Source: an optimization exercise on an open RTL-to-GDS flow (aim: small area). Production flows keep margins and buffers that such runs may drop.
Only simulation tests tie the RTL to the original design; equivalence was not proved.
No activity file was given, so power comes from the tool's default toggle rates.

==> job 7099: inputs <==
==> flow/design.v (excerpt) <==
module ZMEI (
  input  logic       clk,
  input  logic       reset,
  input  logic       btn1,
  input  logic       btn2,
  output logic [3:0] led
);
==> module ZMEI, before the edit <==
module ZMEI (
  input  logic       clk,
  input  logic       reset,
  input  logic       btn1,
  input  logic       btn2,
  output logic [3:0] led
);
  localparam logic [12:0] POL    = 13'b0101010101010;
  localparam logic [12:0] T_MASK = 13'b1011111111111;
  localparam logic [12:0] T_VAL  = 13'b1101101111011;
  logic [12:0] v;
  logic [1:0]  pos;
  logic        zf;
  logic        spdm;
  logic        dir;
  logic [1:0]  spd;
  wire [12:0] s    = v ^ POL;
  wire        t    = ((s & T_MASK) == (T_VAL & T_MASK));
  wire        load = zf | t;
  logic [12:0] sload;
  always_comb begin
    case (spd)
      2'b01:   sload = 13'b0110101011110;    
      2'b10:   sload = 13'b0110111011111;    
      default: sload = 13'b0010101111111;    
    endcase
  end
  always @(posedge clk)
    v <= (load ? sload : {s[11:0], s[12] ^ s[11]}) ^ POL;
  wire [1:0] p4pos = {~dir, ~dir};           
  wire [1:0] p1pos = {dir, dir};             
  always @(posedge clk) begin
    if (!reset) begin
      pos  <= 2'd1;
      zf   <= 1'b1;
      spdm <= 1'b0;
      dir  <= 1'b0;
      spd  <= 2'b00;
    end else if (spdm) begin
      if (btn2) begin
        pos  <= 2'd1;
        zf   <= 1'b1;
        spdm <= 1'b0;
        spd  <= {spd[0], ~spd[1] & ~spd[0]};
      end
    end else if (zf) begin
      pos <= p1pos;
      zf  <= 1'b0;
    end else if (t) begin
      if (pos == p4pos) zf <= 1'b1;
      else pos <= dir ? pos - 2'd1 : pos + 2'd1;
    end else if (!btn1) begin
      pos <= 2'd2;
      zf  <= 1'b1;
      dir <= ~dir;
    end else if (!btn2) begin
      spdm <= 1'b1;
    end
  end
  always_comb begin
    if (zf && pos == 2'd1)      led = 4'b1111;
    else if (zf && pos == 2'd2) led = 4'b0000;
    else                        led = ~(4'b0001 << pos);
  end
endmodule
export LEC_CHECK = 0
export CAP_MARGIN = 20
export CORE_AREA = 2.3 2.72 58.42 59.84
export DIE_AREA = 0 0 60.72 62.56
export SLEW_MARGIN = 20
create_clock -name core_clock -period 10.0 [get_ports {clk}]
standard.sh (not shown) runs the stock make flow with config.mk's settings and CLKGATE_MAP_FILE= SYNTH_SCRIPT=/design/flow/synth_recipe.tcl, a recipe that flattens the netlist after the stock synthesis.
==> flow/flow/run.sh <==
#!/bin/bash
# Layout flow: the standard synthesis, then the combinational logic
# re-mapped for area (flip-flops untouched), then the standard layout
# with the smallest buffer on the ports and a small clock tree.
set -euo pipefail
W=$PWD
R=$W/orfs/results/$FLOW_PLATFORM/ZMEI/base
LIB=$FLOW_HOME/platforms/$FLOW_PLATFORM/lib/sky130_fd_sc_hd__tt_025C_1v80.lib
YOSYS=${YOSYS_EXE:-$(command -v yosys || echo $FLOW_HOME/../tools/install/yosys/bin/yosys)}

bash standard.sh synth > $W/synth_standard.log 2>&1
cp $R/1_2_yosys.v $W/1_2_yosys_standard.v

REMAP_LIB=$LIB REMAP_IN=$W/1_2_yosys_standard.v REMAP_OUT=$W/1_2_yosys_remap.v \
REMAP_ABC=$W/flow/area.abc REMAP_TOP=$FLOW_TOP \
REMAP_DONT_USE="*probe* *lpflow* *bleeder* *clkbuf* *clkinv* *dly*" \
  $YOSYS -c $W/flow/remap.tcl > $W/remap.log 2>&1
cp $W/1_2_yosys_remap.v $R/1_2_yosys.v
rm -f $R/1_synth.odb $R/1_synth.sdc

export BUFFER_PORTS_ARGS="-buffer_cell sky130_fd_sc_hd__buf_1"
export CTS_ARGS="-sink_clustering_enable -repair_clock_nets -dont_use_dummy_load -buf_list sky130_fd_sc_hd__clkbuf_4 -root_buf sky130_fd_sc_hd__clkbuf_4 -sink_clustering_size 30 -sink_clustering_max_diameter 100"
bash standard.sh finish > $W/layout.log 2>&1
==> flow/flow/area.abc <==
strash
dc2
dch -f
amap
topo
==> flow/flow/remap.tcl <==
# Re-map the combinational logic of the standard synthesis netlist for
# area.  The flip-flops and their instance names are left as they are.
yosys -import
set lib $::env(REMAP_LIB)
read_liberty -ignore_miss_func $lib
read_verilog -defer $::env(REMAP_IN)
hierarchy -top $::env(REMAP_TOP)
setattr -mod -set keep_hierarchy 1 sky130_fd_sc_hd__df*
setattr -mod -set keep_hierarchy 1 sky130_fd_sc_hd__conb_1
flatten
opt_clean -purge
tee -o $::env(REMAP_OUT).before.stat stat -liberty $lib
set du {}
foreach c $::env(REMAP_DONT_USE) { lappend du -dont_use $c }
abc -liberty $lib {*}$du -script $::env(REMAP_ABC)
opt_clean -purge
hilomap -singleton -hicell sky130_fd_sc_hd__conb_1 HI -locell sky130_fd_sc_hd__conb_1 LO
splitnets
opt_clean -purge
# wires left named after the flattened cells' pins
yosys rename -hide w:*.*
select -clear
tee -o $::env(REMAP_OUT).stat stat -liberty $lib
blackbox sky130_fd_sc_hd__*
write_verilog -noattr -nohex -nodec $::env(REMAP_OUT)
==> job 6420: changes against job 7099 <==
==> flow/design.v (replaced) <==
module ZMEI (
input logic clk,
input logic reset,
input logic btn1,
input logic btn2,
output logic [3:0] led
);
typedef enum {RIGHT, LEFT, SPEED_CHANGE} e_state;
e_state state;
e_state prev_state;
logic [31:0] counter;
logic [31:0] max_cnt;
logic [31:0] max_cnt2;
logic [31:0] max_cnt3;
logic [31:0] max_cnt4;
always @(posedge clk) begin
	if(!reset) begin
		led[0] <= 1;
		led[1] <= 1;
		led[2] <= 1;
		led[3] <= 1;
		counter <= 0;
		state <= RIGHT;
		prev_state <= state;
		max_cnt <= 5_000;
		max_cnt2 <= 10_000;
		max_cnt3 <= 15_000;
		max_cnt4 <= 20_000;
	end
	else if(state == SPEED_CHANGE) begin
		if(!btn2) begin
			state <= SPEED_CHANGE;
		end
		else begin
			led[0] <= 1;
			led[1] <= 1;
			led[2] <= 1;
			led[3] <= 1;
			counter <= 0;
			case (max_cnt)
					2_500: 
				begin
					max_cnt <= 7_500;
					max_cnt2 <= 15_000;
					max_cnt3 <= 22_500;
					max_cnt4 <= 30_000;
				end
					5_000: 
				begin
					max_cnt <= 2_500;
					max_cnt2 <= 5_000;
					max_cnt3 <= 7_500;
					max_cnt4 <= 10_000;
				end
					7_500: 
				begin
					max_cnt <= 5_000;
					max_cnt2 <= 10_000;
					max_cnt3 <= 15_000;
					max_cnt4 <= 20_000;
				end
			endcase
			state <= prev_state;
		end
	end
	else if(state == RIGHT) begin
		prev_state <= state;
		if(counter == 0) begin
			led[0] <= 0;
			led[1] <= 1;
			led[2] <= 1;
			led[3] <= 1;
			counter <= counter + 1;
		end
		else if(counter == max_cnt) begin
			led[0] <= 1;
			led[1] <= 0;
			led[2] <= 1;
			led[3] <= 1;
			counter <= counter + 1;
		end
		else if(counter == max_cnt2) begin
			led[0] <= 1;
			led[1] <= 1;
			led[2] <= 0;
			led[3] <= 1;
			counter <= counter + 1;
		end
		else if(counter == max_cnt3) begin
			led[0] <= 1;
			led[1] <= 1;
			led[2] <= 1;
			led[3] <= 0;
			counter <= counter + 1;
		end
		else if(counter == max_cnt4) begin
			counter <= 0;
		end
			else begin
				if(!btn1) begin
					led[0] <= 0;
					led[1] <= 0;
					led[2] <= 0;
					led[3] <= 0;
					counter <= 0;
					state <= LEFT;
				end
				else if(!btn2)	begin
					state <= SPEED_CHANGE;
				end
				else begin
					counter <= counter + 1;
				end
			end
	end
	else 
	if(state == LEFT) begin
		prev_state <= state;
		if(counter == 0) begin
			led[0] <= 1;
			led[1] <= 1;
			led[2] <= 1;
			led[3] <= 0;
			counter <= counter + 1;
		end
		else if(counter == max_cnt) begin
			led[0] <= 1;
			led[1] <= 1;
			led[2] <= 0;
			led[3] <= 1;
			counter <= counter + 1;
		end
		else if(counter == max_cnt2) begin
			led[0] <= 1;
			led[1] <= 0;
			led[2] <= 1;
			led[3] <= 1;
			counter <= counter + 1;
		end
		else if(counter == max_cnt3) begin
			led[0] <= 0;
			led[1] <= 1;
			led[2] <= 1;
			led[3] <= 1;
			counter <= counter + 1;
		end
		else if(counter == max_cnt4) begin
			counter <= 0;
		end
			else begin
				if(!btn1) begin
					led[0] <= 0;
					led[1] <= 0;
					led[2] <= 0;
					led[3] <= 0;
					counter <= 0;
					state <= RIGHT;
				end
				else if(!btn2) begin
					state <= SPEED_CHANGE;
				end
				else begin
					counter <= counter + 1;
				end
			end
	end
end
endmodule
==> flow/run.sh (new file) <==
#!/bin/bash
# synth_recipe.tcl (not shown) runs the flow's synth.tcl, then flattens the netlist and writes it again
# the make line also repeats each setting of config.mk as NAME=value (left out here)
make -C /OpenROAD-flow-scripts/flow DESIGN_CONFIG=/design/flow/config.mk WORK_HOME=/design/flow/orfs CLKGATE_MAP_FILE= SYNTH_SCRIPT=/design/flow/synth_recipe.tcl finish
--- a/flow/config.mk
+++ b/flow/config.mk
@@ -7,5 +7,6 @@
 export LEC_CHECK = 0
 export CAP_MARGIN = 20
-export CORE_AREA = 2.3 2.72 58.42 59.84
-export DIE_AREA = 0 0 60.72 62.56
+export CORE_MARGIN = 2
+export CORE_UTILIZATION = 40
+export CTS_BUF_LIST = sky130_fd_sc_hd__clkbuf_8 sky130_fd_sc_hd__clkbuf_16
 export SLEW_MARGIN = 20
removed: flow/flow/run.sh
removed: flow/flow/area.abc
removed: flow/flow/remap.tcl
removed: flow/standard.sh
==> notes.md <==
In sequential power, job 6420 is at 6.0 times the value of job 7099.
Utilization: job 6420 is higher than job 7099 (19 points).
Against job 6420, the count of clock-buffer cells in the layout of job 7099 is lower by 6.
In job 7099 the synthesized cell count is smaller than in job 6420, by about 80%.
In job 6420 the non-clock buffer count is higher than in job 7099, by 6.
In job 7099 the power is lower than in job 6420, by 87%.

re-timing with driven ports:
The results above use ideal ports. As a check the final layouts listed here were re-extracted and re-timed, cells and wires unchanged.
Step 1, drivers: a clkbuf_16 drives clk and a buf_2 each remaining input, both assumed.
Step 2, shift: input delay + t, output delay - t, t = (earliest + latest rising clock arrival at the registers) / 2. This alone moves slack from input paths to output paths.
a / b / c = no drivers / after step 1 / after step 2; a / b = the first two.
run	t, ns	setup WS [ns]	hold WS [ns]	worst slew at a driven data input, ns	cell pins on the clock port's net
job 7099	0.301	6.691 / 6.674 / 6.975	0.379 / 0.379 / 0.379	0.03	1
job 6420	0.386	5.796 / 5.793 / 5.408	0.468 / 0.468 / 0.468	0.04	1
After both steps every run listed still meets setup and hold. For job 6420, which loses most, drivers alone change the setup slack by -0.003 ns; drivers and shift together by -0.388 ns.
